Background: an optimization exercise with open tools, aiming at small area. Do not read the settings as production practice.
In this exercise RTL edits were held to simulation tests only and were not proved equivalent to the original.
No activity file was given, so power comes from the tool's default toggle rates.

==> flow/design.v, too long to show whole: its modules and the start of the top module <==
// module VGA_Controller: 48 lines
// module player_frog: 69 lines
// module lanes: 562 lines
// module carpix: 711 lines
// module cars: 60 lines
// module collision: 57 lines
// module text: 156 lines
// module frogger: 78 lines
module frogger (clk, rst, update, VGA_R, VGA_G, VGA_B, hsync, vsync, blank_n, up, down, left, right, levelselect);
  // ...
==> flow/run.sh <==
#!/bin/bash
# synth_recipe.tcl (not shown) runs the flow's synth.tcl, then flattens the netlist and writes it again
# the make line also repeats each setting of config.mk as NAME=value (left out here)
make -C /OpenROAD-flow-scripts/flow DESIGN_CONFIG=/design/flow/config.mk WORK_HOME=/design/flow/orfs CLKGATE_MAP_FILE= SYNTH_SCRIPT=/design/flow/synth_recipe.tcl finish
==> flow/config.mk <==
export PLATFORM = sky130hd
export DESIGN_NAME = frogger
export DESIGN_NICKNAME = frogger
export VERILOG_FILES = /design/flow/design.v
export SDC_FILE = /design/flow/constraint.sdc
export NUM_CORES = 4
export LEC_CHECK = 0
export CAP_MARGIN = 20
export CORE_MARGIN = 2
export CORE_UTILIZATION = 30
export CTS_CLUSTER_DIAMETER = 150
export CTS_CLUSTER_SIZE = 16
export SLEW_MARGIN = 20
==> flow/constraint.sdc <==
create_clock -name core_clock -period 20.0 [get_ports {clk}]
set_input_delay 4.0000 -clock core_clock [delete_from_list [all_inputs] [get_ports {clk}]]
set_output_delay 4.0000 -clock core_clock [all_outputs]
set_load 0.01 [all_outputs]
==> reports/qor.yml, run 1 <==
hold_class: "reg -> reg"
synth-edff-count: 20
switching_power_w: 0.0009661
rr_endpoint: "traffic_gen.pix.c2[0]$_DFF_P_"
power.total_w: 0.002313
synth_top_cell_area_share_pct: 19.83
post-route-period-util_pct: 48.30
outcome: "no timing/DRC/antenna violations"
hold_viol: 0
drv_cap: 0
ys_types: 117
netSwitchingFraction_pct: 41.77
clk-power_w: 0.000523
synth_compound_area_share_pct: 27.41
synthesis.nets: 4718
n_all_inverters: 220
grt_pass1_vias: 33580
post_cts_buffers: 0
cp-start-kind: "register"
layout_common_cells: "nor2_1 (373), a21oi_1 (347), nand2_1 (340)"
critical_path.top_delay_family: "compound AO/OA/AOI/OAI gates"
cpMaxStageDelayCell: "a2111oi_1"
die_x_um: 336.8
cts_tree: "built"
relSlewSlack_pct: 24.91
wl_met1_um: 64110
wl_um: 152600
rsz0062_at_grt: "no"
io_buffers: 34
placed_cell_area_um2: 34780
fin_area_um2: 35520
initial_utilization_pct: 30.14
hold_ws_ps: 336.1
place_inst: 5758
synthSimpleGateAreaFrac_pct: 28.35
critPathArrivalTime_ps: 10110
endpoint: "traffic_gen.pix.c2[0]$_DFF_P_"
cp_max_fo: 36
==> run 2, diff against run 1 <==
==> flow/flow/run.sh (new file) <==
#!/bin/bash
# Layout flow: the standard synthesis, then an area-oriented re-mapping of the
# combinational logic only (every flip-flop instance of the standard synthesis is kept
# as it is, same name and cell), then the standard layout from floorplan to finish.
# Each tool's output goes to a log file of its own in this folder.
set -euo pipefail
WORK=$(pwd)
R=$WORK/orfs/results/$FLOW_PLATFORM/frogger/base
LIB=$FLOW_HOME/platforms/$FLOW_PLATFORM/lib/sky130_fd_sc_hd__tt_025C_1v80.lib
YOSYS=$FLOW_HOME/../tools/install/yosys/bin/yosys

# 1. standard synthesis
bash standard.sh synth > $WORK/log_1_standard_synth.log 2>&1

# 2. re-map the combinational logic for area
cp $R/1_2_yosys.v $WORK/standard_synth.v
python3 flow/libmodels.py $LIB $FLOW_HOME/platforms/$FLOW_PLATFORM/config.mk $WORK/comb_cells.v $WORK/dont_use.txt > $WORK/log_2_libmodels.log 2>&1
$YOSYS -p "read_liberty -lib $LIB; read_verilog $WORK/standard_synth.v; hierarchy -top $FLOW_TOP; \
  techmap -map $WORK/comb_cells.v; techmap; opt -purge; \
  abc -liberty $LIB $(cat $WORK/dont_use.txt) -script $WORK/flow/resyn.abc; opt_clean -purge; \
  hilomap -singleton -hicell sky130_fd_sc_hd__conb_1 HI -locell sky130_fd_sc_hd__conb_1 LO; \
  splitnets; opt_clean -purge; insbuf -buf sky130_fd_sc_hd__buf_4 A X; check -assert -mapped; \
  tee -o $WORK/resyn_stat.txt stat -liberty $LIB; \
  write_verilog -noattr -nohex -nodec $WORK/resyn.v" > $WORK/log_3_resyn_yosys.log 2>&1

# the flip-flops must be exactly the standard synthesis's
ffs() { grep -oE '^\s*sky130_fd_sc_hd__[a-z]*df[a-z0-9_]* +[^ (]+' "$1" | sed -E 's/_[0-9]+ +/ /; s/^\s+//' | sort; }
if ! diff <(ffs $WORK/standard_synth.v) <(ffs $WORK/resyn.v) > $WORK/log_4_ffcheck.log 2>&1 || [ ! -s $WORK/resyn.v ]; then
  echo "flip-flops differ; using the standard synthesis" >> $WORK/log_4_ffcheck.log
  cp $WORK/standard_synth.v $WORK/resyn.v
fi
cp $WORK/resyn.v $R/1_2_yosys.v
rm -f $R/1_synth.odb $R/1_synth.sdc

# 3. standard layout from the re-mapped netlist
bash standard.sh > $WORK/log_5_standard_layout.log 2>&1
==> flow/flow/libmodels.py (new file) <==
"""Write Verilog models (one assign per output pin) of the combinational cells of a
liberty file, so Yosys can turn a mapped netlist's logic cells back into gates, and
the -dont_use arguments for the platform's don't-use cells.
usage: libmodels.py LIB PLATFORM_CONFIG_MK OUT_MODELS_V OUT_DONTUSE_TXT"""
import re, sys
lib = open(sys.argv[1]).read()
out = []
for c in re.split(r'\n\s*cell\s*\(\s*"?', lib)[1:]:
    name = re.match(r'(\w+)', c).group(1)
    if re.search(r'\b(ff|latch|statetable)\s*\(', c):   # sequential cells stay as they are
        continue
    ins, outs = [], []
    for pn, body in re.findall(r'pin\s*\(\s*"?(\w+)"?\s*\)\s*\{(.*?)\n\s{8}\}', c, re.S):
        d = re.search(r'direction\s*:\s*"?(\w+)', body)
        if not d: continue
        if d.group(1) == 'input': ins.append(pn)
        elif d.group(1) == 'output':
            f = re.search(r'function\s*:\s*"([^"]*)"', body)
            if f: outs.append((pn, f.group(1)))
    if not outs: continue
    def conv(f):
        f = f.replace('!', '~')
        f = re.sub(r'\)\s*\(', ') & (', f)
        for _ in range(2): f = re.sub(r'(\w)\s+(\w)', r'\1 & \2', f)
        f = re.sub(r'(\w)\s+\(', r'\1 & (', f)
        f = re.sub(r'\)\s+(\w)', r') & \1', f)
        return f
    out.append(f"module {name}({', '.join(ins + [o for o, _ in outs])});")
    out += [f"  input {i};" for i in ins]
    for o, f in outs: out.append(f"  output {o};\n  assign {o} = {conv(f)};")
    out.append("endmodule")
open(sys.argv[3], 'w').write('\n'.join(out) + '\n')
cfg = open(sys.argv[2]).read()
m = re.search(r'export DONT_USE_CELLS \+= \\\n((?:.*\\\n)*.*\n)', cfg)
open(sys.argv[4], 'w').write(' '.join('-dont_use ' + c for c in re.findall(r'sky130_fd_sc_hd__\w+', m.group(1))))
==> flow/flow/resyn.abc (new file) <==
strash
dc2
&get -n
&st
&dch -f
&nf -R 2000 -a
&put
mfs2 -a
strash
&get -n
&st
&dch -f
&nf -R 2000
&put
topo
dnsize -c
==> flow/standard.sh (new file) <==
#!/bin/bash
# synth_recipe.tcl (not shown) runs the flow's synth.tcl, then flattens the netlist and writes it again
# the make line also repeats each setting of config.mk as NAME=value (left out here)
make -C /OpenROAD-flow-scripts/flow DESIGN_CONFIG=/design/flow/config.mk WORK_HOME=/design/flow/orfs CLKGATE_MAP_FILE= SYNTH_SCRIPT=/design/flow/synth_recipe.tcl "${@:-finish}"
removed: flow/run.sh
==> run 2 against run 1 <==
Non-clock buffer count grew 11. Routed wire length shrank 19%. Clock skew shrank 9.2 ps. Core utilization grew 1.5 points. Sequential power shrank 16%. Hold slack lost 19 ps. Synthesized cell count shrank 13%. First-iteration DRC count shrank 16%. Die area shrank 19%. Still clean on timing, DRC and antenna.
==> reports/qor.yml, run 2 <==
dp_hpwl_um: 92140
die_x_um: 303.6  # -9.8%
nets: 4013
clkLatencyLatePin_ps: 610
path_class: "reg -> reg"
layout_common_cells: "nor2_1 (560), nand2_1 (494), a21oi_1 (394)"
fin_cells: 5172
dr.first_iter.drc_count: 4325
rr_endpoint: "traffic_gen.pix.c2[0]$_DFF_P_"
core_area_um2: 88650
avgSynthCellArea_um2: 6.932
switching_power_w: 0.0005043  # -48%
maxSlewViolCount: 0
cts_hold_buf: 0
wl_um: 123900  # -19%
holdPathEnd: "VG$_DFF_P_"
post-route-period-util_pct: 51.03  # +2.7 points
p_clk_share_pct: 30.9
min_path_cells: 0
slowest_delay_ps: 900
nFillCells: 9733
place_inst: 5143  # -11%
grt_pass1_wl_um: 185500
clock_skew_ps: 26.07
drt-pass1-iter-count: 9
power_density_nw_per_um2: 52.81
io_buffers: 34  # unchanged
grt_max_degree: 82
regToRegSetupSlack_ps: 9790
placed_cell_area_um2: 29270  # -16%
p_leak_nw: 9.680
crit_buf_inv: 4
initial_utilization_pct: 30.38  # +0.24 points
setup_viol: 0
internal_power_w: 0.001076
cts.htree.levels: 1
synthesis.nets: 3893  # -17%
relSlewSlack_pct: 21.94  # -3.0 points
outcome: "no timing/DRC/antenna violations"
cpMaxStageDelayCell: "dfxtp_1"
layout-drive-gt1-share_pct: 3.244
post_cts_buffers: 0  # unchanged
postCtsResizedCells: 0
drc: 0
rows: 109
die_y_um: 303.6
drv_cap: 0  # unchanged
preCtsSetupSlack_ps: 10190
crit_start: "VGA.yCount[1]$_SDFFE_PP0P_"
netSwitchingFraction_pct: 31.91  # -9.9 points
ioPinCount: 35
clock_path_buffers: 3
cts_root_buf: "clkbuf_16"
worst_slack_ps: 9795
tightestPinTransition_ps: 1156
cp_max_fo: 33  # -8.3%
cts_tree: "built"
critPathArrivalTime_ps: 10670  # +560 ps
rr_startpoint: "VGA.yCount[1]$_SDFFE_PP0P_"
antenna_cells: 0
cts_buffers: 25
yosys_warnings: 6
worst_setup_path_end_kind: "register"
antenna_found_initial: 2
pwr-share-comb_pct: 14.8
ant_nets: 0
final_common_cell: "nor2_1"
min_from: "G$_SDFF_PP0_"
cts.sinks: 349
clk_pin_slew_ps: 90
detail_route.vias_per_cell: 6.319
dieArea_um2: 92190
fin_tns_setup_ps: 0
r2r_cells: 32
power.total_w: 0.001580  # -32%
area_growth_pct: 11.13
cp-start-kind: "register"
rsz0062_at_grt: "no"
syn_inst: 3885
worstPathRequired_ps: 20470
p_seq_share_pct: 54.3
netlist_area_um2: 26930
fin_area_um2: 29930  # -16%
hold_class: "reg -> reg"
grt_pass1_vias: 29070  # -13%
hold_viol: 0  # unchanged
groute.usage.overall_pct: 25.49
critical_path.top_delay_family: "simple AND/OR/NAND/NOR gates"
fmax_mhz: 97.99
grt_overflow: 0
fin_crit_ps: 10210
gp_congestion: 1.031
wl_per_cell_um: 23.95
peakVddDrop_mv: 0.06293
vias: 32680
-- run 2: worst reg2reg max path: cells and delay by family (launching register included) --
kind	cells	cell delay [ps]
AND/OR/NAND/NOR	12	3160
buffers and inverters	4	1270
AO/OA/AOI/OAI	11	2800
adder cells (fa/ha/maj)	3	1280
flip-flops	1	900
XOR/XNOR	2	670
-- run 2: final cells by class --
cell class / count / area (um^2) / area share [%]
clock buffers: 27 / 633.1 / 2.115
well taps: 1165 / 1458 / 4.870
clock inverters: 2 / 25.02 / 0.08361
flip-flops and latches: 349 / 7187 / 24.01
repair buffers: 117 / 962.2 / 3.215
multi-input cells: 3449 / 19430 / 64.91
inverters: 63 / 236.5 / 0.7901
-- run 2: worst max-delay path by stage --
stage / endpoint / slack [ps] / cells after the start
2_1_floorplan: traffic_gen.pix.c2[0]$_DFF_P_ / 9630 / 27
3_3_place_gp: traffic_gen.pix.c2[0]$_DFF_P_ / 10240 / 32
3_5_place_dp: traffic_gen.pix.c2[0]$_DFF_P_ / 10190 / 32
4_1_cts: traffic_gen.pix.c2[0]$_DFF_P_ / 10130 / 32
5_1_grt: traffic_gen.pix.c2[1]$_DFF_P_ / 9220 / 32
6_report: traffic_gen.pix.c2[0]$_DFF_P_ / 9790 / 32
-- run 2: per-stage QoR --
stage	util, %	hold WS, ps
finish	33.76	317.2
global placement	33.02	313.1
CTS	33.76	320.0
detailed placement	33.02	314.3
global route	33.76	338.5
floorplan	-	309.6
-- run 2: power by group through the flow --
stage          logic, W  clock network, W  registers (W)
2_1_floorplan  0.000177                 0       0.000836
3_3_place_gp   0.000226                 0       0.000871
3_5_place_dp   0.000229                 0       0.000872
4_1_cts        0.000231          0.000505       0.000855
5_1_grt        0.000265          0.000531       0.000869
6_report       0.000233          0.000489       0.000859
-- run 2: layer usage --
layer	vias up	track usage (%)	wire length (um)
li1	15060	-	-
met1	15400	34.85	52470
met2	1835	39.54	52820
met3	386	4.293	12430
met4	2	10.69	6128
met5	-	0	16
==> run 3, diff against run 2 <==
--- a/flow/flow/resyn.abc
+++ b/flow/flow/resyn.abc
@@ -1,4 +1,8 @@
 strash
+&get -n
+&st
+&deepsyn -T 300
+&put
 dc2
 &get -n
 &st
==> run 3 against run 2 <==
Still clean on timing, DRC and antenna. Final area decreased by 5.4%. Routed wire length decreased by 6.7%. Synthesized area decreased by 5.5%. Die area decreased by 5.4%. Global-route usage increased by 0.18 points. Via count decreased by 6.7%. Clock skew increased by 14 ps. Count of clock-buffer cells in the layout increased by 4. Register-to-register slack got worse by 1400 ps. Combinational power decreased by 12%. Sequential power decreased by 3.1%. Total power decreased by 3.1%. Critical endpoint is now traffic_gen.pix.c2[2]$_DFF_P_.
==> reports/qor.yml, run 3 <==
outcome: "no timing/DRC/antenna violations"
p_leak_nw: 9.479  # -2.1%
multiInputGateArea_um2: 17850  # -8.1%
dp_hpwl_um: 86040  # -6.6%
ioPinCount: 35  # unchanged
die_y_um: 295.3  # -2.7%
fin_crit_ps: 11570  # +1362 ps
fin_tns_setup_ps: 0  # unchanged
seqCellArea_um2: 7187  # unchanged
hold_class: "reg -> reg"
cts_hold_buf: 0  # unchanged
power_density_nw_per_um2: 54.12  # +2.5%
grt_pass1_vias: 27400  # -5.7%
detail_route.vias_per_cell: 6.206  # -1.8%
hold_viol: 0  # unchanged
cts.sinks: 349  # unchanged
cp_max_fo: 28  # -15%
ant_nets: 0  # unchanged
setup_viol: 0  # unchanged
peakVddDrop_mv: 0.06239  # -0.86%
critical_path.top_delay_family: "compound AO/OA/AOI/OAI gates"
dr.first_iter.drc_count: 4439  # +2.6%
clock_skew_ps: 40.08  # +14.01 ps
final_common_cell: "nor2_1"
grt_overflow: 0  # unchanged
syn_inst: 3668  # -5.6%
relSlewSlack_pct: 12.24  # -9.7 points
antenna_cells: 0  # unchanged
cts_buffers: 25  # unchanged
vias: 30480  # -6.7%
initial_utilization_pct: 30.37  # about the same
critPathArrivalTime_ps: 12060  # +1390 ps
tightestPinTransition_ps: 1306  # +150.2 ps
postCtsResizedCells: 0  # unchanged
cts_tree: "built"
dieArea_um2: 87210  # -5.4%
drc: 0  # unchanged
post_cts_buffers: 0  # unchanged
wl_per_cell_um: 23.54  # -1.7%
netlist_area_um2: 25460  # -5.5%
grt_max_degree: 87  # +6.1%
path_class: "reg -> reg"
clock_path_buffers: 3  # unchanged
clkLatencyLatePin_ps: 610  # about the same
io_buffers: 34  # unchanged
groute.usage.overall_pct: 25.67  # +0.18 points
cts.htree.levels: 1  # unchanged
wl_um: 115600  # -6.7%
core_area_um2: 83820  # -5.4%
power.total_w: 0.001532  # -3.1%
layout_common_cells: "nor2_1 (568), nand2_1 (472), a21oi_1 (365)"
nets: 3781  # -5.8%
die_x_um: 295.3  # -2.7%
crit_path_frequent_cell: "nand2_1"
cts_root_buf: "clkbuf_16"
nFillCells: 9210  # -5.4%
synthesis.nets: 3676  # -5.6%
gp_congestion: 1.100  # +6.6%
worst_setup_path_end_kind: "register"
maxSlewViolCount: 0  # unchanged
grt_pass1_wl_um: 174100  # -6.2%
area_growth_pct: 11.18  # about the same
drt-pass1-iter-count: 8  # -1
hold_ws_ps: 330.1  # +12.94 ps
rsz0062_at_grt: "no"
cp-start-kind: "register"
clk_pin_slew_ps: 90  # about the same
rows: 106  # -2.8%
crit_buf_inv: 3  # -1
post-route-period-util_pct: 57.84  # +6.8 points
layout-drive-gt1-share_pct: 2.938  # -0.31 points
antenna_found_initial: 2  # unchanged
slowest_delay_ps: 860  # -40 ps
fmax_mhz: 86.45  # -12%
avgSynthCellArea_um2: 6.941  # +0.12%
cpMaxStageDelayCell: "nor2_1"
drv_cap: 0  # unchanged
worstPathRequired_ps: 20490  # +20 ps
yosys_warnings: 6  # unchanged
[run 3: layout make-up]
class | count | area share (%)
clock inverter | 1 | 0.07073
timing repair buffer | 102 | 3.002
multi-input combinational | 3209 | 63.06
inverter | 86 | 1.140
clock buffer | 31 | 2.325
tap | 1134 | 5.013
sequential | 349 | 25.39
[run 3: worst paths after layout]
| path | end | start | slack, ps | cells past startpoint |
|---|---|---|---|---|
| max | traffic_gen.pix.c2[2]$_DFF_P_ | VGA.yCount[3]$_SDFFE_PP0P_ | 8430 | 37 |
| max reg2reg | traffic_gen.pix.c2[2]$_DFF_P_ | VGA.yCount[3]$_SDFFE_PP0P_ | 8430 | 37 |
| min | VG$_DFF_P_ | G$_SDFF_PP0_ | 330 | 0 |
| min reg2reg | VG$_DFF_P_ | G$_SDFF_PP0_ | 330 | 0 |
[run 3: report_power, final]
group	internal [W]	leakage (nW)	switching (W)
clock	0.000231	0.331	0.000264
combinational	0.0000841	6.28	0.000121
sequential	0.000747	2.87	0.0000850
total	0.00106	9.48	0.000470
[run 3: stage by stage]
stage          setup slack (ps)  cells  util [%]  area (um^2)
5_1_grt                    7659   4912     33.77        28300
4_1_cts                    8880   4912     33.76        28300
2_1_floorplan             10180   3668         -        25460
3_3_place_gp               8900   4880     32.95        27620
3_5_place_dp               8884   4880     32.95        27620
6_report                   8432   4912     33.77        28300
[run 3: metal layers]
layer  GRT usage, %  up-vias  part of all wire [%]
met5              0        -                 0.031
met4          10.33        2                   4.9
met3          4.834      390                    11
met2          39.36     1950                    42
met1          35.31    14130                    42
li1               -    14010                     -
==> run 4, diff against run 3 <==
--- a/flow/flow/resyn.abc
+++ b/flow/flow/resyn.abc
@@ -1,7 +1,7 @@
 strash
 &get -n
 &st
-&deepsyn -T 300
+&deepsyn -T 600
 &put
 dc2
 &get -n
--- a/flow/config.mk
+++ b/flow/config.mk
@@ -8,6 +8,6 @@
 export CAP_MARGIN = 20
 export CORE_MARGIN = 2
 export CORE_UTILIZATION = 30
-export CTS_CLUSTER_DIAMETER = 150
-export CTS_CLUSTER_SIZE = 16
+export CTS_CLUSTER_DIAMETER = 200
+export CTS_CLUSTER_SIZE = 20
 export SLEW_MARGIN = 20
==> run 4 against run 3 <==
Sequential share of layout area up 0.062 points. Hold slack better by 3.9 ps. Setup slack better by 730 ps. Core utilization down 0.082 points. Synthesized cell count down 0.60%. Combinational power up 3%. Synthesized area about the same. Sequential power up 2%. Non-clock buffer count down 2. Count of clock-buffer cells in the layout down 8. Flip-flop and latch count unchanged. Clock power down 9.5%. Highest routed layer unchanged.
==> reports/qor.yml, run 4 <==
power_density_nw_per_um2: 53.28  # -1.6%
slowest_delay_ps: 820  # -40 ps
grt_pass1_wl_um: 177400  # +1.9%
maxSlewViolCount: 0  # unchanged
r2r_cells: 37  # unchanged
ioPinCount: 35  # unchanged
postCtsResizedCells: 0  # unchanged
worst_setup_path_end_kind: "register"
utilization_pct: 33.69  # -0.082 points
detail_route.vias_per_cell: 6.182  # -0.38%
min_path_cells: 0  # unchanged
groute.usage.overall_pct: 26.44  # +0.77 points
vias: 30180  # -1.0%
clk_pin_slew_ps: 110  # +20 ps
wl_um: 119000  # +2.9%
area_growth_pct: 10.81
outcome: "no timing/DRC/antenna violations"
cp_max_fo: 35  # +25%
drt-pass1-iter-count: 11  # +3
rr_endpoint: "traffic_gen.pix.c2[0]$_DFF_P_"
wl_per_cell_um: 24.38  # +3.6%
yosys_warnings: 6  # unchanged
layout-drive-gt1-share_pct: 2.882  # -0.056 points
cts_buffers: 21  # -16%
cts.sinks: 349  # unchanged
die_x_um: 295.4  # about the same
grt_max_degree: 104  # +20%
cp-start-kind: "register"
clock_skew_ps: 27.09  # -12.99 ps
worstPathRequired_ps: 20460  # -30 ps
gp_congestion: 1.043  # -5.2%
fmax_mhz: 92.28  # +6.7%
rows: 106  # unchanged
rsz0062_at_grt: "no"
final_common_cell: "nor2_1"
cts_hold_buf: 0  # unchanged
initial_utilization_pct: 30.40  # about the same
die_y_um: 295.4  # about the same
antenna_cells: 0  # unchanged
tightestPinTransition_ps: 1041  # -265.3 ps
dieArea_um2: 87280  # about the same
relSlewSlack_pct: 28.80  # +17 points
drc: 0  # unchanged
grt_pass1_vias: 27390  # -0.040%
dr.first_iter.drc_count: 4474  # +0.79%
core_area_um2: 83820  # unchanged
nFillCells: 9185  # -0.27%
drv_cap: 0  # unchanged
dp_hpwl_um: 89620  # +4.2%
cts_root_buf: "clkbuf_16"
antenna_found_initial: 3  # +1
cpMaxStageDelayCell: "dfxtp_1"
hold_class: "reg -> reg"
hold_viol: 0  # unchanged
regToRegSetupSlack_ps: 9160  # +730 ps
fin_crit_ps: 10840  # -730.8 ps
cts_tree: "built"
crit_start: "VGA.yCount[2]$_SDFFE_PP0P_"
io_buffers: 34  # unchanged
peakVddDrop_mv: 0.06634  # +6.3%
cts.htree.levels: 1  # unchanged
syn_inst: 3646  # -0.60%
fin_tns_setup_ps: 0  # unchanged
layout_common_cells: "nor2_1 (531), nand2_1 (457), a21oi_1 (374)"
nets: 3753  # -0.74%
synthesis.nets: 3654  # -0.60%
setup_viol: 0  # unchanged
grt_overflow: 0  # unchanged
post-route-period-util_pct: 54.19  # -3.7 points
clock_path_buffers: 3  # unchanged
rr_startpoint: "VGA.yCount[2]$_SDFFE_PP0P_"
critPathArrivalTime_ps: 11300  # -760 ps
ant_nets: 0  # unchanged
avgSynthCellArea_um2: 6.989  # +0.69%
netlist_area_um2: 25480  # about the same
post_cts_buffers: 0  # unchanged
path_class: "reg -> reg"
clkLatencyLatePin_ps: 590  # -20 ps
p_leak_nw: 9.304  # -1.9%
endpoint: "traffic_gen.pix.c2[0]$_DFF_P_"
-- run 4: final cells by class --
type,count,area (um^2),area share (%)
repair buffers,100,834.6,2.956
flip-flops and latches,349,7187,25.45
multi-input cells,3186,17920,63.45
inverters,87,326.6,1.157
clock buffers,23,533.0,1.888
well taps,1134,1419,5.025
clock inverters,2,20.02,0.07090
-- run 4: critical path: cells and delay by family, from the launching register on --
kind                       cells  cell delay (ps)
and+or+nand+nor               20             4170
AOI/OAI and AO/OA             13             4130
DFF                            1              820
buffers and inverters          2              810
adders and majority gates      2              710
-- run 4: through the flow --
step	std cells	setup slack (ps)	hold WS (ps)	power, W	instance area (um^2)
after floorplan	3646	10630	309.6	0.0009837	25480
after global placement	4856	9573	313.6	0.001064	27680
after detailed placement	4856	9488	312.1	0.001066	27680
after CTS	4881	9456	337.3	0.001514	28240
after global routing	4881	8097	350.3	0.001581	28240
final	4881	9163	334.1	0.001504	28240
-- run 4: how the worst min path moves through the flow --
| stage | start | to | slack (ps) |
|---|---|---|---|
| floorplan | B$_SDFF_PP0_ | VB$_DFF_P_ | 310 |
| global placement | R$_DFF_P_ | VR$_DFF_P_ | 310 |
| detailed placement | B$_SDFF_PP0_ | VB$_DFF_P_ | 310 |
| CTS | R$_DFF_P_ | VR$_DFF_P_ | 340 |
| global route | B$_SDFF_PP0_ | VB$_DFF_P_ | 350 |
| finish | R$_DFF_P_ | VR$_DFF_P_ | 330 |
-- run 4: per-layer routing --
metal  routed length, um  vias up  global-route usage (%)
li1                    -    13950                       -
met5                  27        -                       0
met1               49950    14220                   35.74
met3               11840      344                   4.841
met4                6456        4                   12.23
met2               50740     1663                   40.67
-- run 4: power breakdown --
part	internal (W)	switching [W]
Clock	0.000191	0.000257
Sequential	0.000750	0.0000954
Combinational	0.0000887	0.000122
==> run 5, diff against run 4 <==
--- a/flow/flow/run.sh
+++ b/flow/flow/run.sh
@@ -32,5 +32,7 @@
 cp $WORK/resyn.v $R/1_2_yosys.v
 rm -f $R/1_synth.odb $R/1_synth.sdc
 
-# 3. standard layout from the re-mapped netlist
+# 3. standard layout from the re-mapped netlist; every input and output port still
+#    gets its own buffer, the smallest buffer cell instead of clkdlybuf4s50_1
+export BUFFER_PORTS_ARGS="-buffer_cell sky130_fd_sc_hd__buf_1"
 bash standard.sh > $WORK/log_5_standard_layout.log 2>&1
==> flow/flow/resyn.abc (replaced) <==
strash
&get -n
&st
&deepsyn -T 300
&put
dc2
&get -n
&st
&dch -f
&nf -R 5000 -a
&put
mfs2 -a -W 6
strash
&get -n
&st
&dch -f
&nf -R 5000 -a
&put
mfs2 -a -W 6
strash
&get -n
&st
&dch -f
&nf -R 5000
&put
topo
dnsize -c
==> run 5 against run 4 <==
Global-route usage is 0.40 points higher. Sequential power down 0.6%. Count of clock-buffer cells in the layout rose by 1. Still clean on timing, DRC and antenna. Critical path depth increased by 3. Final area shrank 1.8%. Sequential share of layout area increased by 0.46 points. Register-to-register slack worse by 200 ps. Clock skew about the same. Highest routed layer is now met4. Die area decreased by 0.90%.
==> reports/qor.yml, run 5 <==
die_x_um: 294.1  # -0.45%
core_area_um2: 83560  # -0.32%
die_y_um: 294.1  # -0.45%
maxSlewViolCount: 0  # unchanged
wl_met1_um: 50240  # +0.58%
wl_met3_um: 12650  # +6.8%
rr_endpoint: "traffic_gen.pix.c2[1]$_DFF_P_"
clk_pin_slew_ps: 100  # about the same
dr.first_iter.drc_count: 4656  # +4.1%
dp_hpwl_um: 90650  # +1.1%
grt_max_degree: 70  # -33%
cpMaxStageDelayCell: "o21ai_0"
cts_buffers: 21  # unchanged
cts_tree: "built"
cts_hold_buf: 0  # unchanged
wl_um: 120800  # +1.5%
worstPathRequired_ps: 20430  # -30 ps
place_inst: 4779  # -1.6%
setup_viol: 0  # unchanged
relSlewSlack_pct: 20.29  # -8.5 points
outcome: "no timing/DRC/antenna violations"
final_common_cell: "nand2_1"
vias: 30390  # +0.71%
cts.sinks: 349  # unchanged
routed-wl-met2_um: 50820  # +0.16%
cts_root_buf: "clkbuf_16"
grt_pass1_vias: 27090  # -1.1%
ant_nets: 0  # unchanged
cp-start-kind: "register"
netlist_area_um2: 25250  # -0.91%
p_leak_nw: 9.120  # -2.0%
yosys_warnings: 6  # unchanged
layout-drive-gt1-share_pct: 2.899  # +0.017 points
gp_congestion: 1.095  # +5.0%
groute.usage.overall_pct: 26.84  # +0.40 points
drc: 0  # unchanged
rows: 106  # unchanged
rsz0062_at_grt: "no"
min_path_cells: 0  # unchanged
io_buffers: 34  # unchanged
min_from: "B$_SDFF_PP0_"
r2r_cells: 40  # +8.1%
path_class: "reg -> reg"
highest_layer: "met4"
detail_route.vias_per_cell: 6.322  # +2.3%
synthesis.nets: 3629  # -0.68%
postCtsResizedCells: 0  # unchanged
fin_cells: 4807  # -1.5%
rr_startpoint: "VGA.yCount[2]$_SDFFE_PP0P_"
post-route-period-util_pct: 55.21  # +1.0 points
hold_viol: 0  # unchanged
initial_utilization_pct: 30.22  # -0.18 points
drt-pass1-iter-count: 9  # -2
cts.htree.levels: 1  # unchanged
clock_path_buffers: 3  # unchanged
drv_cap: 0  # unchanged
crit_path_frequent_cell: "a21oi_1"
fin_crit_ps: 11040  # +204.3 ps
syn_inst: 3621  # -0.69%
holdPathEnd: "VB$_DFF_P_"
clkLatencyLatePin_ps: 600  # about the same
fmax_mhz: 90.57  # -1.9%
area_growth_pct: 9.837
post_cts_buffers: 0  # unchanged
hold_class: "reg -> reg"
grt_pass1_wl_um: 178800  # +0.82%
tightestPinTransition_ps: 1183  # +141.9 ps
ioPinCount: 35  # unchanged
critPathArrivalTime_ps: 11470  # +170 ps
clock_skew_ps: 27.09  # -0.0007000 ps
peakVddDrop_mv: 0.05526  # -17%
power_density_nw_per_um2: 53.98  # +1.3%
grt_overflow: 0  # unchanged
nets: 3730  # -0.61%
avgSynthCellArea_um2: 6.973  # -0.23%
slowest_delay_ps: 930  # +110 ps
fin_tns_setup_ps: 0  # unchanged
worst_setup_path_end_kind: "register"
antenna_found_initial: 5  # +2
dieArea_um2: 86500  # -0.90%
cp_max_fo: 35  # unchanged
wl_per_cell_um: 25.13  # +3.0%
regToRegSetupSlack_ps: 8960  # -200 ps
layout_common_cells: "nand2_1 (484), nor2_1 (469), a21oi_1 (417)"
==> run 5: final cells by class <==
| cell class | count | area, um^2 |
|---|---|---|
| diodes | 2 | 5.005 |
| clock buffers | 24 | 546.8 |
| clock inverters | 2 | 20.02 |
| fillers | 9161 | 55820 |
| inverters | 79 | 296.5 |
| multi-input cells | 3169 | 17680 |
| flip-flops and latches | 349 | 7187 |
| well taps | 1080 | 1351 |
| repair buffers | 102 | 643.1 |
==> run 5: per-layer routing <==
metal,GRT usage [%],vias to the layer above
li1,-,13890
met1,36.60,14200
met2,40.75,1906
met3,4.562,397
met4,13.20,0
met5,0,-
==> run 5: metrics by stage <==
stage / setup WS, ps / util [%] / cell area (um^2) / power, W / hold WS [ps]
floorplan: 10030 / - / 25250 / 0.0009704 / 309.6
global placement: 9643 / 32.51 / 27160 / 0.001050 / 311.1
detailed placement: 9474 / 32.51 / 27160 / 0.001052 / 314.7
CTS: 9434 / 33.18 / 27730 / 0.001507 / 334.8
global route: 8262 / 33.19 / 27730 / 0.001567 / 337.4
finish: 8959 / 33.19 / 27730 / 0.001497 / 331.9
==> run 5: power breakdown <==
group | leakage (nW) | internal (W) | switching [W]
registers | 2.87 | 0.000748 | 0.0000921
logic | 5.97 | 0.0000817 | 0.000121
clock network | 0.279 | 0.000195 | 0.000259
total | 9.12 | 0.00102 | 0.000472
==> run 5: worst max-delay path by stage <==
stage | from | endpoint | slack [ps]
after floorplan | VGA.yCount[2]$_SDFFE_PP0P_ | traffic_gen.pix.c1[1]$_DFF_P_ | 10030
after global placement | VGA.yCount[3]$_SDFFE_PP0P_ | traffic_gen.pix.c2[2]$_DFF_P_ | 9640
final | VGA.yCount[2]$_SDFFE_PP0P_ | traffic_gen.pix.c2[1]$_DFF_P_ | 8960
after detailed placement | VGA.yCount[2]$_SDFFE_PP0P_ | traffic_gen.pix.c2[1]$_DFF_P_ | 9470
after global routing | VGA.yCount[3]$_SDFFE_PP0P_ | traffic_gen.pix.c2[1]$_DFF_P_ | 8260
after CTS | VGA.yCount[2]$_SDFFE_PP0P_ | traffic_gen.pix.c2[1]$_DFF_P_ | 9430
==> run 5: critical path, delay by kind of cell (launching register included) <==
| family | cells | cell delay (ps) |
|---|---|---|
| AND/OR/NAND/NOR | 19 | 4260 |
| buffers and inverters | 3 | 900 |
| adder cells (fa/ha/maj) | 5 | 1700 |
| AO/OA/AOI/OAI | 13 | 3450 |
| flip-flops | 1 | 520 |
==> run 6, diff against run 5 <==
--- a/flow/flow/run.sh
+++ b/flow/flow/run.sh
@@ -21,7 +21,16 @@
   hilomap -singleton -hicell sky130_fd_sc_hd__conb_1 HI -locell sky130_fd_sc_hd__conb_1 LO; \
   splitnets; opt_clean -purge; insbuf -buf sky130_fd_sc_hd__buf_4 A X; check -assert -mapped; \
   tee -o $WORK/resyn_stat.txt stat -liberty $LIB; \
-  write_verilog -noattr -nohex -nodec $WORK/resyn.v" > $WORK/log_3_resyn_yosys.log 2>&1
+  write_verilog -noattr -nohex -nodec $WORK/resyn1.v" > $WORK/log_3_resyn_yosys.log 2>&1
+# a second area pass on the re-mapped netlist
+$YOSYS -p "read_liberty -lib $LIB; read_verilog $WORK/resyn1.v; hierarchy -top $FLOW_TOP; \
+  techmap -map $WORK/comb_cells.v; techmap; opt -purge; \
+  abc -liberty $LIB $(cat $WORK/dont_use.txt) -script $WORK/flow/resyn2.abc; opt_clean -purge; \
+  hilomap -singleton -hicell sky130_fd_sc_hd__conb_1 HI -locell sky130_fd_sc_hd__conb_1 LO; \
+  splitnets; opt_clean -purge; insbuf -buf sky130_fd_sc_hd__buf_4 A X; check -assert -mapped; \
+  tee -o $WORK/resyn_stat2.txt stat -liberty $LIB; \
+  write_verilog -noattr -nohex -nodec $WORK/resyn.v" > $WORK/log_3b_resyn_yosys.log 2>&1 || cp $WORK/resyn1.v $WORK/resyn.v
+[ -s $WORK/resyn.v ] || cp $WORK/resyn1.v $WORK/resyn.v
 
 # the flip-flops must be exactly the standard synthesis's
 ffs() { grep -oE '^\s*sky130_fd_sc_hd__[a-z]*df[a-z0-9_]* +[^ (]+' "$1" | sed -E 's/_[0-9]+ +/ /; s/^\s+//' | sort; }
==> flow/flow/resyn2.abc (new file) <==
strash
&get -n
&st
&deepsyn -T 240
&put
dc2
&get -n
&st
&dch -f
&nf -R 5000 -a
&put
mfs2 -a -W 6
strash
&get -n
&st
&dch -f
&nf -R 5000 -a
&put
mfs2 -a -W 6
strash
&get -n
&st
&dch -f
&nf -R 5000
&put
topo
dnsize -c
==> run 6 against run 5 <==
Still clean. Cell count decreased by 0.64%. Routed wire length shrank 0.55%. Die area shrank 0.49%. Critical path depth is 1 higher. Non-clock buffer count rose by 6. Synthesized area down 0.50%. First-iteration DRC count shrank 12%. Count of clock-buffer cells in the layout rose by 1. Global-route usage down 0.12 points. Flip-flop and latch count stayed put. Highest routed layer unchanged.
==> reports/qor.yml, run 6 <==
synthesis.nets: 3591  # -1.0%
cp_max_fo: 33  # -5.7%
clkLatencyLatePin_ps: 600  # about the same
dp_hpwl_um: 89970  # -0.75%
detail_route.vias_per_cell: 6.281  # -0.64%
nFillCells: 9122  # -0.43%
layout_common_cells: "nor2_1 (485), nand2_1 (452), a21oi_1 (393)"
antenna_found_initial: 1  # -4
grt_max_degree: 69  # -1.4%
path_class: "reg -> reg"
power.total_w: 0.001512  # +1.0%
power_density_nw_per_um2: 54.69  # +1.3%
cts_hold_buf: 0  # unchanged
cts_tree: "built"
p_clk_share_pct: 29.8  # -0.5 points
avgSynthCellArea_um2: 7.012  # +0.56%
clock_skew_ps: 29.44  # +2.348 ps
cpMaxStageDelayCell: "xnor2_1"
min_path_cells: 0  # unchanged
grt_pass1_vias: 27030  # -0.23%
r2r_cells: 41  # +2.5%
cts_root_buf: "clkbuf_16"
rr_endpoint: "traffic_gen.pix.c2[2]$_DFF_P_"
holdPathEnd: "VB$_DFF_P_"
tightestPinTransition_ps: 1167  # -15.63 ps
area_growth_pct: 10.06
peakVddDrop_mv: 0.05462  # -1.2%
rows: 106  # unchanged
worst_slack_ps: 8287  # -671.2 ps
maxSlewViolCount: 0  # unchanged
clk_pin_slew_ps: 100  # about the same
clock_path_buffers: 3  # unchanged
dr.first_iter.drc_count: 4093  # -12%
p_seq_share_pct: 56.2  # about the same
preCtsSetupSlack_ps: 8635  # -838.9 ps
netlist_area_um2: 25120  # -0.50%
cts.htree.levels: 1  # unchanged
utilization_pct: 33.20  # about the same
cts_buffers: 21  # unchanged
post_cts_buffers: 0  # unchanged
final_common_cell: "nor2_1"
grt_overflow: 0  # unchanged
die_y_um: 293.4  # -0.24%
p_leak_nw: 9.060  # -0.66%
syn_inst: 3583  # -1.0%
pwr-share-comb_pct: 14.0  # +0.5 points
cp-start-kind: "register"
setup_viol: 0  # unchanged
netSwitchingFraction_pct: 31.68  # +0.15 points
drt-pass1-iter-count: 12  # +3
grt_use_met1_pct: 36.70  # +0.10 points
grt_use_met3_pct: 4.592  # +0.030 points
hold_class: "reg -> reg"
outcome: "no timing/DRC/antenna violations"
wl_per_cell_um: 25.15  # about the same
slowest_delay_ps: 830  # -100 ps
min_from: "B$_SDFF_PP0_"
groute.usage.overall_pct: 26.72  # -0.12 points
worst_setup_path_end_kind: "register"
switching_power_w: 0.0004790  # +1.5%
grt_use_met2_pct: 40.75  # about the same
die_x_um: 293.4  # -0.24%
worstPathRequired_ps: 20470  # +40 ps
dieArea_um2: 86070  # -0.49%
regToRegSetupSlack_ps: 8290  # -670 ps
ioPinCount: 35  # unchanged
cts.sinks: 349  # unchanged
drc: 0  # unchanged
yosys_warnings: 6  # unchanged
fmax_mhz: 85.38  # -5.7%
placed_cell_area_um2: 27080  # -0.28%
relSlewSlack_pct: 22.17  # +1.9 points
initial_utilization_pct: 30.16  # -0.054 points
critPathArrivalTime_ps: 12190  # +720 ps
grt_pass1_wl_um: 177200  # -0.94%
rr_startpoint: "VGA.yCount[3]$_SDFFE_PP0P_"
rsz0062_at_grt: "no"
hold_viol: 0  # unchanged
io_buffers: 34  # unchanged
post-route-period-util_pct: 58.56  # +3.4 points
fin_crit_ps: 11710  # +671.2 ps
gp_congestion: 1.030  # -5.9%
wl_um: 120100  # -0.55%
fin_area_um2: 27650  # -0.30%
fin_tns_setup_ps: 0  # unchanged
nets: 3698  # -0.86%
postCtsResizedCells: 0  # unchanged
drv_cap: 0  # unchanged
vias: 30000  # -1.3%
ant_nets: 0  # unchanged
grt.busiest_layer: "met2"
internal_power_w: 0.001033  # +0.80%
layout-drive-gt1-share_pct: 3.086  # +0.19 points
core_area_um2: 83290  # -0.32%
-- run 6: cell count changes in the layout (fill, tap and decap cells not counted), moves of 12 or more --
| cell | previous run | this run |
|---|---|---|
| nand2_1 | 484 | 452 |
| a21oi_1 | 417 | 393 |
| nor2_1 | 469 | 485 |
| o21ai_0 | 352 | 337 |
| nand2b_1 | 56 | 69 |
| or2_0 | 46 | 33 |
| and3_1 | 65 | 53 |
| nor3_1 | 189 | 201 |
-- run 6: through the flow --
stage | std cells | hold slack (ps)
global route | 4774 | 340.7
global placement | 4747 | 313.0
detailed placement | 4747 | 315.0
CTS | 4774 | 337.8
floorplan | 3583 | 309.6
finish | 4776 | 336.1
-- run 6: layer usage --
metal  part of all wire, %  vias up
met5                     0        -
met4                   5.2        0
met3                   9.5      331
met2                    42     1654
met1                    43    14240
li1                      -    13770
-- run 6: worst max-delay path, delay by kind of cell, from the launching register on --
family                   cells  cell delay [ps]
AO/OA/AOI/OAI               12             2520
buffers and inverters        3              930
AND/OR/NAND/NOR             19             4290
flip-flops                   1              720
adder cells (fa/ha/maj)      5             2030
XOR/XNOR                     2             1060
-- run 6: power by group through the flow --
stage	clock network, W	registers (W)	logic [W]
2_1_floorplan	0	0.000826	0.000162
3_3_place_gp	0	0.000863	0.000205
3_5_place_dp	0	0.000863	0.000208
4_1_cts	0.000465	0.000847	0.000210
5_1_grt	0.000486	0.000858	0.000240
6_report	0.000451	0.000850	0.000211
-- run 6: how the worst max path moves through the flow --
stage / start / endpoint / slack (ps) / depth (start not counted)
4_1_cts: VGA.yCount[3]$_SDFFE_PP0P_ / traffic_gen.pix.c2[2]$_DFF_P_ / 8580 / 41
3_5_place_dp: VGA.yCount[3]$_SDFFE_PP0P_ / traffic_gen.pix.c2[2]$_DFF_P_ / 8630 / 41
3_3_place_gp: VGA.yCount[3]$_SDFFE_PP0P_ / traffic_gen.pix.c2[2]$_DFF_P_ / 8770 / 41
5_1_grt: VGA.yCount[3]$_SDFFE_PP0P_ / traffic_gen.pix.c2[2]$_DFF_P_ / 7400 / 41
6_report: VGA.yCount[3]$_SDFFE_PP0P_ / traffic_gen.pix.c2[2]$_DFF_P_ / 8290 / 41
2_1_floorplan: VGA.yCount[2]$_SDFFE_PP0P_ / traffic_gen.pix.c2[0]$_DFF_P_ / 10150 / 35
-- run 6: area by class of cell --
type	count	area, um^2	share of cell area, %
Antenna cell	2	5.005	0.01810
Clock inverter	2	20.02	0.07240
Inverter	81	304.0	1.100
Clock buffer	25	540.5	1.955
Sequential cell	349	7187	25.99
Tap cell	1080	1351	4.887
Timing Repair Buffer	108	688.2	2.489
Multi-Input combinational cell	3129	17550	63.49

## separate check: timing with driven ports
In the flow no input, the clock included, has a driving cell. The finished layouts below were timed again as built, in two steps.
Step 1: set_driving_cell puts a clkbuf_16 on clk and a buf_2 on each other input, an assumption about the parent block.
Step 2 adds t to the input delays and takes it off the output delays; t is the mean of the earliest and latest rising clock arrival at the registers after step 1. Input paths then give back, and output paths get back, about the clock's delay inside the block.
Slacks: ideal ports / drivers / drivers and shift; pairs: ideal ports / drivers.
| run | shift t [ns] | setup WS [ns] | hold slack, ns | worst setup path after step 2 | worst slew at a driven data input, ns |
|---|---|---|---|---|---|
| run 1 | 0.663 | 10.340 / 10.340 / 10.340 | 0.336 / 0.336 / 0.336 | register to register | 0.04 |
| run 2 | 0.664 | 9.794 / 9.794 / 9.794 | 0.317 / 0.317 / 0.317 | register to register | 0.04 |
| run 3 | 0.651 | 8.432 / 8.432 / 8.432 | 0.330 / 0.330 / 0.330 | register to register | 0.03 |
| run 4 | 0.641 | 9.163 / 9.163 / 9.163 | 0.334 / 0.334 / 0.334 | register to register | 0.04 |
| run 5 | 0.649 | 8.959 / 8.959 / 8.959 | 0.332 / 0.332 / 0.332 | register to register | 0.11 |
| run 6 | 0.650 | 8.287 / 8.287 / 8.287 | 0.336 / 0.336 / 0.336 | register to register | 0.04 |
After both steps setup and hold are still met in every run listed.
